This design comes from an exercise in tuning for small area on the open sky130 flow, not from production work. Only simulation tests tie the RTL to the original design; equivalence was not proved. The flow treats the clock pin as an ideal source, which a real chip does not have. Power is estimated from default activity; no workload was simulated.

Design stego_top, start of the top module:
module stego_top(
    input         clk,
    input         rst,
    input  [5:0]  sw,
    input         edge_detected,
    input         start_pixels,
    input  [23:0] message,
    input  [23:0] img,
    output [15:0] add_img,
    output [15:0] add_imgencoder,
    output [11:0] add_data,
    output [23:0] stego_out,
    output        stego_valid,
    output [23:0] msg_out
    );
Size: about 830 cells after synthesis, roughly 140 flip-flops, ~6900 um^2 of cells after synthesis.
export LEC_CHECK = 0
export ABC_AREA = 1
export CAP_MARGIN = 20
export CORE_MARGIN = 2
export CORE_UTILIZATION = 45
export PLACE_DENSITY = 0.6
export SLEW_MARGIN = 20
create_clock -name core_clock -period 6.0 [get_ports {clk}]
standard.sh (not shown) runs the stock make flow with config.mk's settings and CLKGATE_MAP_FILE= SYNTH_SCRIPT=/design/flow/synth_recipe.tcl, a recipe that flattens the netlist after the stock synthesis.
==> flow/flow/run.sh <==
#!/bin/bash
# Standard layout (standard.sh, unchanged synthesis), with these changes in
# how it is made:
#  - ports are buffered with the smallest buffer (buf_1) instead of the
#    default pick;
#  - after floorplan, combinational cells are set to their smallest size;
#    placement's repair_design sizes them up where slew or load need it;
#  - clock tree: clkbuf_8 buffers, no dummy loads;
#  - after CTS, area recovery: each combinational cell takes the smallest
#    size that keeps slews, loads and slacks within margins.
set -euo pipefail
export BUFFER_PORTS_ARGS="-buffer_cell sky130_fd_sc_hd__buf_1"
export POST_FLOORPLAN_TCL="$PWD/flow/downsize.tcl"
export CTS_ARGS="-sink_clustering_enable -repair_clock_nets -buf_list sky130_fd_sc_hd__clkbuf_8 -dont_use_dummy_load"
export POST_CTS_TCL="$PWD/flow/area_recover.tcl"
bash standard.sh > standard.log 2>&1
==> flow/flow/area_recover.tcl <==
set ::ar_margin [expr {[info exists ::env(AR_MARGIN)] ? $::env(AR_MARGIN) : 0.2}]
set ::ar_setup  [expr {[info exists ::env(AR_SETUP)] ? $::env(AR_SETUP) : 0.3}]
set ::ar_hold   [expr {[info exists ::env(AR_HOLD)] ? $::env(AR_HOLD) : 0.05}]
set ::ar_clk_slew [expr {[info exists ::env(AR_CLK_SLEW)] ? $::env(AR_CLK_SLEW) : 0.10}]
estimate_parasitics -placement
sta::make_equiv_cells [lindex [get_libs *] 0]

proc ar_ok {} {
  global ar_margin ar_setup ar_hold ;# set at global scope above
  if {[sta::max_slew_check_slack_limit] < $ar_margin} { return 0 }
  if {[sta::max_capacitance_check_slack_limit] < $ar_margin} { return 0 }
  if {[sta::worst_slack_cmd max] < $ar_setup * 1e-9} { return 0 }
  if {[sta::worst_slack_cmd min] < $ar_hold * 1e-9} { return 0 }
  return 1
}

proc ar_clk_slew {} {
  set mx 0
  foreach p [get_pins -quiet */CLK] {
    set s [get_property $p slew_max]
    if {$s > $mx} { set mx $s }
  }
  return $mx
}

if {![ar_ok]} {
  puts "area_recover: the design does not meet the margins before recovery; skipped"
} else {
  set cands {}
  foreach inst [get_cells *] {
    set lc [get_lib_cells -quiet -of_objects $inst]
    if {$lc == "" || [catch {set name [get_name $lc]}]} continue
    if {[regexp {__(df|tap|fill|decap|clkbuf|clkinv|conb)} $name]} continue
    set iname [get_full_name $inst]
    if {[regexp {^(input|output)[0-9]+$} $iname]} continue
    set skip 0
    foreach p [get_pins -of_objects $inst -filter "direction==output"] {
      set n [get_nets -quiet -of_objects $p]
      if {$n != "" && [[sta::sta_to_db_net $n] getSigType] == "CLOCK"} { set skip 1 }
    }
    if {$skip} continue
    if {[catch {set a0 [get_property $lc area]}]} continue
    lappend cands [list $inst $a0]
  }
  set saved 0.0
  set changed 0
  foreach c [lsort -real -decreasing -index 1 $cands] {
    lassign $c inst a0
    set lc0 [get_lib_cells -of_objects $inst]
    set smaller {}
    set eqs [sta::find_equiv_cells $lc0]
    if {$eqs == "" || $eqs == "NULL"} continue
    foreach e $eqs {
      if {$e == "NULL"} continue
      set en [get_name $e]
      if {[regexp {lpflow|probe} $en]} continue
      if {[catch {set a [get_property $e area]}]} continue
      if {$a < $a0} { lappend smaller [list $e $a] }
    }
    foreach s [lsort -real -index 1 $smaller] {
      lassign $s e a
      replace_cell $inst $e
      if {[ar_ok]} {
        set saved [expr {$saved + $a0 - $a}]
        incr changed
        break
      }
      replace_cell $inst $lc0
    }
  }
  puts "area_recover: resized $changed cells, [format %.1f $saved] um2 less"

  # clock buffers: smallest clkbuf that keeps the clock pins' slews low
  set csaved 0.0
  set cchanged 0
  set clkbufs {}
  foreach b {1 2 4 8 16} { lappend clkbufs [get_lib_cells sky130_fd_sc_hd__clkbuf_$b] }
  foreach inst [get_cells *] {
    set lc0 [get_lib_cells -quiet -of_objects $inst]
    if {$lc0 == "" || [catch {set n0 [get_name $lc0]}]} continue
    if {![regexp {__clkbuf_[0-9]+$} $n0]} continue
    set a0 [get_property $lc0 area]
    foreach c $clkbufs {
      set a [get_property $c area]
      if {$a >= $a0} break
      replace_cell $inst $c
      if {[ar_clk_slew] <= $::ar_clk_slew && [ar_ok]} {
        set csaved [expr {$csaved + $a0 - $a}]
        incr cchanged
        break
      }
      replace_cell $inst $lc0
    }
  }
  puts "area_recover: resized $cchanged clock buffers, [format %.1f $csaved] um2 less, clock pin slew [format %.1f [expr {[ar_clk_slew] * 1e3}]] ps"
}
==> flow/flow/downsize.tcl <==
# Runs after floorplan (POST_FLOORPLAN_TCL): give every combinational cell
# the smallest cell of the same function. Registers keep their cells.
# Placement's repair_design and the later timing repairs size up again
# wherever slew, capacitance or timing need it.
sta::make_equiv_cells [lindex [get_libs *] 0]
set n 0
set saved 0.0
foreach inst [get_cells *] {
  set lc [get_lib_cells -of_objects $inst]
  set name [get_name $lc]
  if {[string match "*__df*" $name] || [string match "*__tap*" $name]} continue
  set eq [sta::find_equiv_cells $lc]
  if {$eq == ""} continue
  set best $lc
  if {[catch {set ba [get_property $lc area]}]} continue
  foreach c $eq {
    if {$c == "NULL" || $c == ""} continue
    set cn [get_name $c]
    if {[string match "*lpflow*" $cn] || [string match "*probe*" $cn]} continue
    if {[catch {set a [get_property $c area]}]} continue
    if {$a < $ba} { set best $c; set ba $a }
  }
  if {$best != $lc} {
    set saved [expr {$saved + [get_property $lc area] - $ba}]
    replace_cell $inst $best
    incr n
  }
}
puts "downsize: replaced $n cells, [format %.1f $saved] um2"
The baseline went through all stages and came out clean.
Change:
--- a/flow/flow/area_recover.tcl
+++ b/flow/flow/area_recover.tcl
@@ -1,4 +1,8 @@
-set ::ar_margin [expr {[info exists ::env(AR_MARGIN)] ? $::env(AR_MARGIN) : 0.2}]
-set ::ar_setup  [expr {[info exists ::env(AR_SETUP)] ? $::env(AR_SETUP) : 0.3}]
-set ::ar_hold   [expr {[info exists ::env(AR_HOLD)] ? $::env(AR_HOLD) : 0.05}]
-set ::ar_clk_slew [expr {[info exists ::env(AR_CLK_SLEW)] ? $::env(AR_CLK_SLEW) : 0.10}]
+# Area recovery: gives each combinational cell the smallest cell of the
+# same function that keeps every slew and capacitance at least
+# AR_MARGIN below its limit and the setup and hold slacks above AR_SETUP
+# and AR_HOLD (ns). Registers, clock-tree cells and port buffers keep
+# their cells.
+set ar_margin [expr {[info exists ::env(AR_MARGIN)] ? $::env(AR_MARGIN) : 0.2}]
+set ar_setup  [expr {[info exists ::env(AR_SETUP)] ? $::env(AR_SETUP) : 0.3}]
+set ar_hold   [expr {[info exists ::env(AR_HOLD)] ? $::env(AR_HOLD) : 0.05}]
@@ -9 +13 @@
-  global ar_margin ar_setup ar_hold ;# set at global scope above
+  global ar_margin ar_setup ar_hold
@@ -15,9 +18,0 @@
-}
-
-proc ar_clk_slew {} {
-  set mx 0
-  foreach p [get_pins -quiet */CLK] {
-    set s [get_property $p slew_max]
-    if {$s > $mx} { set mx $s }
-  }
-  return $mx
@@ -72,24 +66,0 @@
-
-  # clock buffers: smallest clkbuf that keeps the clock pins' slews low
-  set csaved 0.0
-  set cchanged 0
-  set clkbufs {}
-  foreach b {1 2 4 8 16} { lappend clkbufs [get_lib_cells sky130_fd_sc_hd__clkbuf_$b] }
-  foreach inst [get_cells *] {
-    set lc0 [get_lib_cells -quiet -of_objects $inst]
-    if {$lc0 == "" || [catch {set n0 [get_name $lc0]}]} continue
-    if {![regexp {__clkbuf_[0-9]+$} $n0]} continue
-    set a0 [get_property $lc0 area]
-    foreach c $clkbufs {
-      set a [get_property $c area]
-      if {$a >= $a0} break
-      replace_cell $inst $c
-      if {[ar_clk_slew] <= $::ar_clk_slew && [ar_ok]} {
-        set csaved [expr {$csaved + $a0 - $a}]
-        incr cchanged
-        break
-      }
-      replace_cell $inst $lc0
-    }
-  }
-  puts "area_recover: resized $cchanged clock buffers, [format %.1f $csaved] um2 less, clock pin slew [format %.1f [expr {[ar_clk_slew] * 1e3}]] ps"
--- a/flow/config.mk
+++ b/flow/config.mk
@@ -8 +8 @@
-export ABC_AREA = 1
+export ABC_AREA = 0
After rerunning: This time the run stopped in 4_1_cts; synthesized area is lower by 0.65%; synthesized cell count decreases by 25%.
Change:
--- a/flow/flow/area_recover.tcl
+++ b/flow/flow/area_recover.tcl
@@ -1,8 +1,4 @@
-# Area recovery: gives each combinational cell the smallest cell of the
-# same function that keeps every slew and capacitance at least
-# AR_MARGIN below its limit and the setup and hold slacks above AR_SETUP
-# and AR_HOLD (ns). Registers, clock-tree cells and port buffers keep
-# their cells.
-set ar_margin [expr {[info exists ::env(AR_MARGIN)] ? $::env(AR_MARGIN) : 0.2}]
-set ar_setup  [expr {[info exists ::env(AR_SETUP)] ? $::env(AR_SETUP) : 0.3}]
-set ar_hold   [expr {[info exists ::env(AR_HOLD)] ? $::env(AR_HOLD) : 0.05}]
+set ::ar_margin [expr {[info exists ::env(AR_MARGIN)] ? $::env(AR_MARGIN) : 0.2}]
+set ::ar_setup  [expr {[info exists ::env(AR_SETUP)] ? $::env(AR_SETUP) : 0.3}]
+set ::ar_hold   [expr {[info exists ::env(AR_HOLD)] ? $::env(AR_HOLD) : 0.05}]
+set ::ar_clk_slew [expr {[info exists ::env(AR_CLK_SLEW)] ? $::env(AR_CLK_SLEW) : 0.10}]
@@ -13 +9 @@
-  global ar_margin ar_setup ar_hold
+  global ar_margin ar_setup ar_hold ;# set at global scope above
@@ -18,0 +15,9 @@
+}
+
+proc ar_clk_slew {} {
+  set mx 0
+  foreach p [get_pins -quiet */CLK] {
+    set s [get_property $p slew_max]
+    if {$s > $mx} { set mx $s }
+  }
+  return $mx
@@ -66,0 +72,24 @@
+
+  # clock buffers: smallest clkbuf that keeps the clock pins' slews low
+  set csaved 0.0
+  set cchanged 0
+  set clkbufs {}
+  foreach b {1 2 4 8 16} { lappend clkbufs [get_lib_cells sky130_fd_sc_hd__clkbuf_$b] }
+  foreach inst [get_cells *] {
+    set lc0 [get_lib_cells -quiet -of_objects $inst]
+    if {$lc0 == "" || [catch {set n0 [get_name $lc0]}]} continue
+    if {![regexp {__clkbuf_[0-9]+$} $n0]} continue
+    set a0 [get_property $lc0 area]
+    foreach c $clkbufs {
+      set a [get_property $c area]
+      if {$a >= $a0} break
+      replace_cell $inst $c
+      if {[ar_clk_slew] <= $::ar_clk_slew && [ar_ok]} {
+        set csaved [expr {$csaved + $a0 - $a}]
+        incr cchanged
+        break
+      }
+      replace_cell $inst $lc0
+    }
+  }
+  puts "area_recover: resized $cchanged clock buffers, [format %.1f $csaved] um2 less, clock pin slew [format %.1f [expr {[ar_clk_slew] * 1e3}]] ps"
Effect: The new run produced a clean layout. Synthesized cell count does not change. Area after synthesis stays the same.
Change:
--- a/flow/flow/run.sh
+++ b/flow/flow/run.sh
@@ -6,2 +5,0 @@
-#  - after floorplan, combinational cells are set to their smallest size;
-#    placement's repair_design sizes them up where slew or load need it;
@@ -10,0 +9 @@
+
@@ -13 +11,0 @@
-export POST_FLOORPLAN_TCL="$PWD/flow/downsize.tcl"
--- a/flow/config.mk
+++ b/flow/config.mk
@@ -8 +8 @@
-export ABC_AREA = 0
+export ABC_AREA = 1
@@ -11,2 +11,2 @@
-export CORE_UTILIZATION = 45
-export PLACE_DENSITY = 0.6
+export CORE_UTILIZATION = 55
+export PLACE_DENSITY = 0.7
removed: flow/flow/downsize.tcl
The new run went through all stages and came out clean.
Worst setup slack gets better by 0.46 ns.
Total power goes up by 4.2%.
Die area drops by 17%.
Global-route usage is higher by 6.0 points.
Change:
--- a/flow/config.mk
+++ b/flow/config.mk
@@ -11,2 +11,2 @@
-export CORE_UTILIZATION = 55
-export PLACE_DENSITY = 0.7
+export CORE_UTILIZATION = 45
+export PLACE_DENSITY = 0.6
Outcome: Wire length stays flat. First-iteration DRC count came out lower by 8.8%. Total power shrinks by 1.4%. Non-clock buffer count stays the same. Utilization fell by 12 points. Final area hardly moves. Clock-buffer cell count is unchanged. Via count goes down by 5.0%.
Change:
--- a/flow/flow/run.sh
+++ b/flow/flow/run.sh
@@ -2,2 +2,5 @@
-# Standard layout (standard.sh, unchanged synthesis), with these changes in
-# how it is made:
+# Layout made with ORFS as in standard.sh, with these changes in how it is
+# made:
+#  - synthesis: the standard script (synth_recipe.tcl, so the same registers
+#    and names), except that ABC maps the logic with flow/abc_area_own.script
+#    (area-oriented mapping with the delay target relaxed) instead of ORFS's area script;
@@ -8,2 +11,2 @@
-#    size that keeps slews, loads and slacks within margins.
-
+#    size that keeps slews, loads and slacks within margins; clock buffers
+#    too, keeping flip-flop clock-pin slews low.
@@ -10,0 +14,5 @@
+W=$PWD
+{ echo "source $W/flow/synth_abc.tcl"; cat synth_recipe.tcl; } > own_synth.tcl
+sed -E "s#SYNTH_SCRIPT=[^ ]+#SYNTH_SCRIPT=$W/own_synth.tcl#" standard.sh > standard_own.sh
+grep -q "SYNTH_SCRIPT=$W/own_synth.tcl" standard_own.sh
+export OWN_ABC_SCRIPT="$W/flow/abc_area_own.script"
@@ -13,2 +21,2 @@
-export POST_CTS_TCL="$PWD/flow/area_recover.tcl"
-bash standard.sh > standard.log 2>&1
+export POST_CTS_TCL="$W/flow/area_recover.tcl"
+bash standard_own.sh > standard.log 2>&1
==> flow/flow/abc_area_own.script (new file) <==
strash
dc2
&get -n
&st
&dch -f
&nf -R 1000 -p -F 8 -A 4
&put
strash
dch -f
&get -n
&st
&dch -f
&nf -R 1000 -p -F 8 -A 4
&put
topo
dnsize -c
==> flow/flow/synth_abc.tcl (new file) <==
# Sourced by own_synth.tcl: ABC maps the logic with flow/abc_area_own.script
# (area-only mapping, no buffering or upsizing for speed) instead of the
# script ORFS picks. Everything else in the synthesis is the standard one.
proc abc {args} {
  set i [lsearch -exact $args -script]
  if {$i >= 0} {
    lset args [expr {$i + 1}] $::env(OWN_ABC_SCRIPT)
  }
  yosys abc {*}$args
}
Worst hold slack barely changes.
Global-route usage falls by 0.43 points.
Setup slack degrades by 0.25 ns.
Total power rises by 2.1%.

## what the ideal ports hide
How much do the figures lean on ideal ports? The routed layouts below were timed once more, with nothing changed but the port constraints.
Step 1 (the two cells are an assumption about what drives the block):
set clk [get_ports {clk}]
set_driving_cell -lib_cell sky130_fd_sc_hd__clkbuf_16 $clk
set_driving_cell -lib_cell sky130_fd_sc_hd__buf_2 [delete_from_list [all_inputs] $clk]
Step 2 adds t to the input delays and takes it off the output delays; t is the mean of the earliest and latest rising clock arrival at the registers after step 1. Input paths then give back, and output paths get back, about the clock's delay inside the block.
a / b / c = ideal / step 1 / step 2; a / b = the first two.
| run | t (ns) | slack for setup (ns) | clock arrival spread, ns |
|---|---|---|---|
| the first run | 0.719 | 1.441 / 1.443 / 0.724 | 0.034 / 0.034 |
| the third run | 0.744 | 0.963 / 0.977 / 0.233 | 0.033 / 0.033 |
| the fourth run | 0.788 | 1.418 / 1.429 / 0.641 | 0.043 / 0.043 |
| the fifth run | 0.732 | 1.492 / 1.499 / 0.767 | 0.035 / 0.035 |
| the sixth run | 0.754 | 1.240 / 1.244 / 0.490 | 0.056 / 0.057 |
After both steps setup and hold are still met in every run listed. The setup slack of the fourth run, which loses most, moves by +0.011 ns with the drivers and by -0.777 ns with both steps.
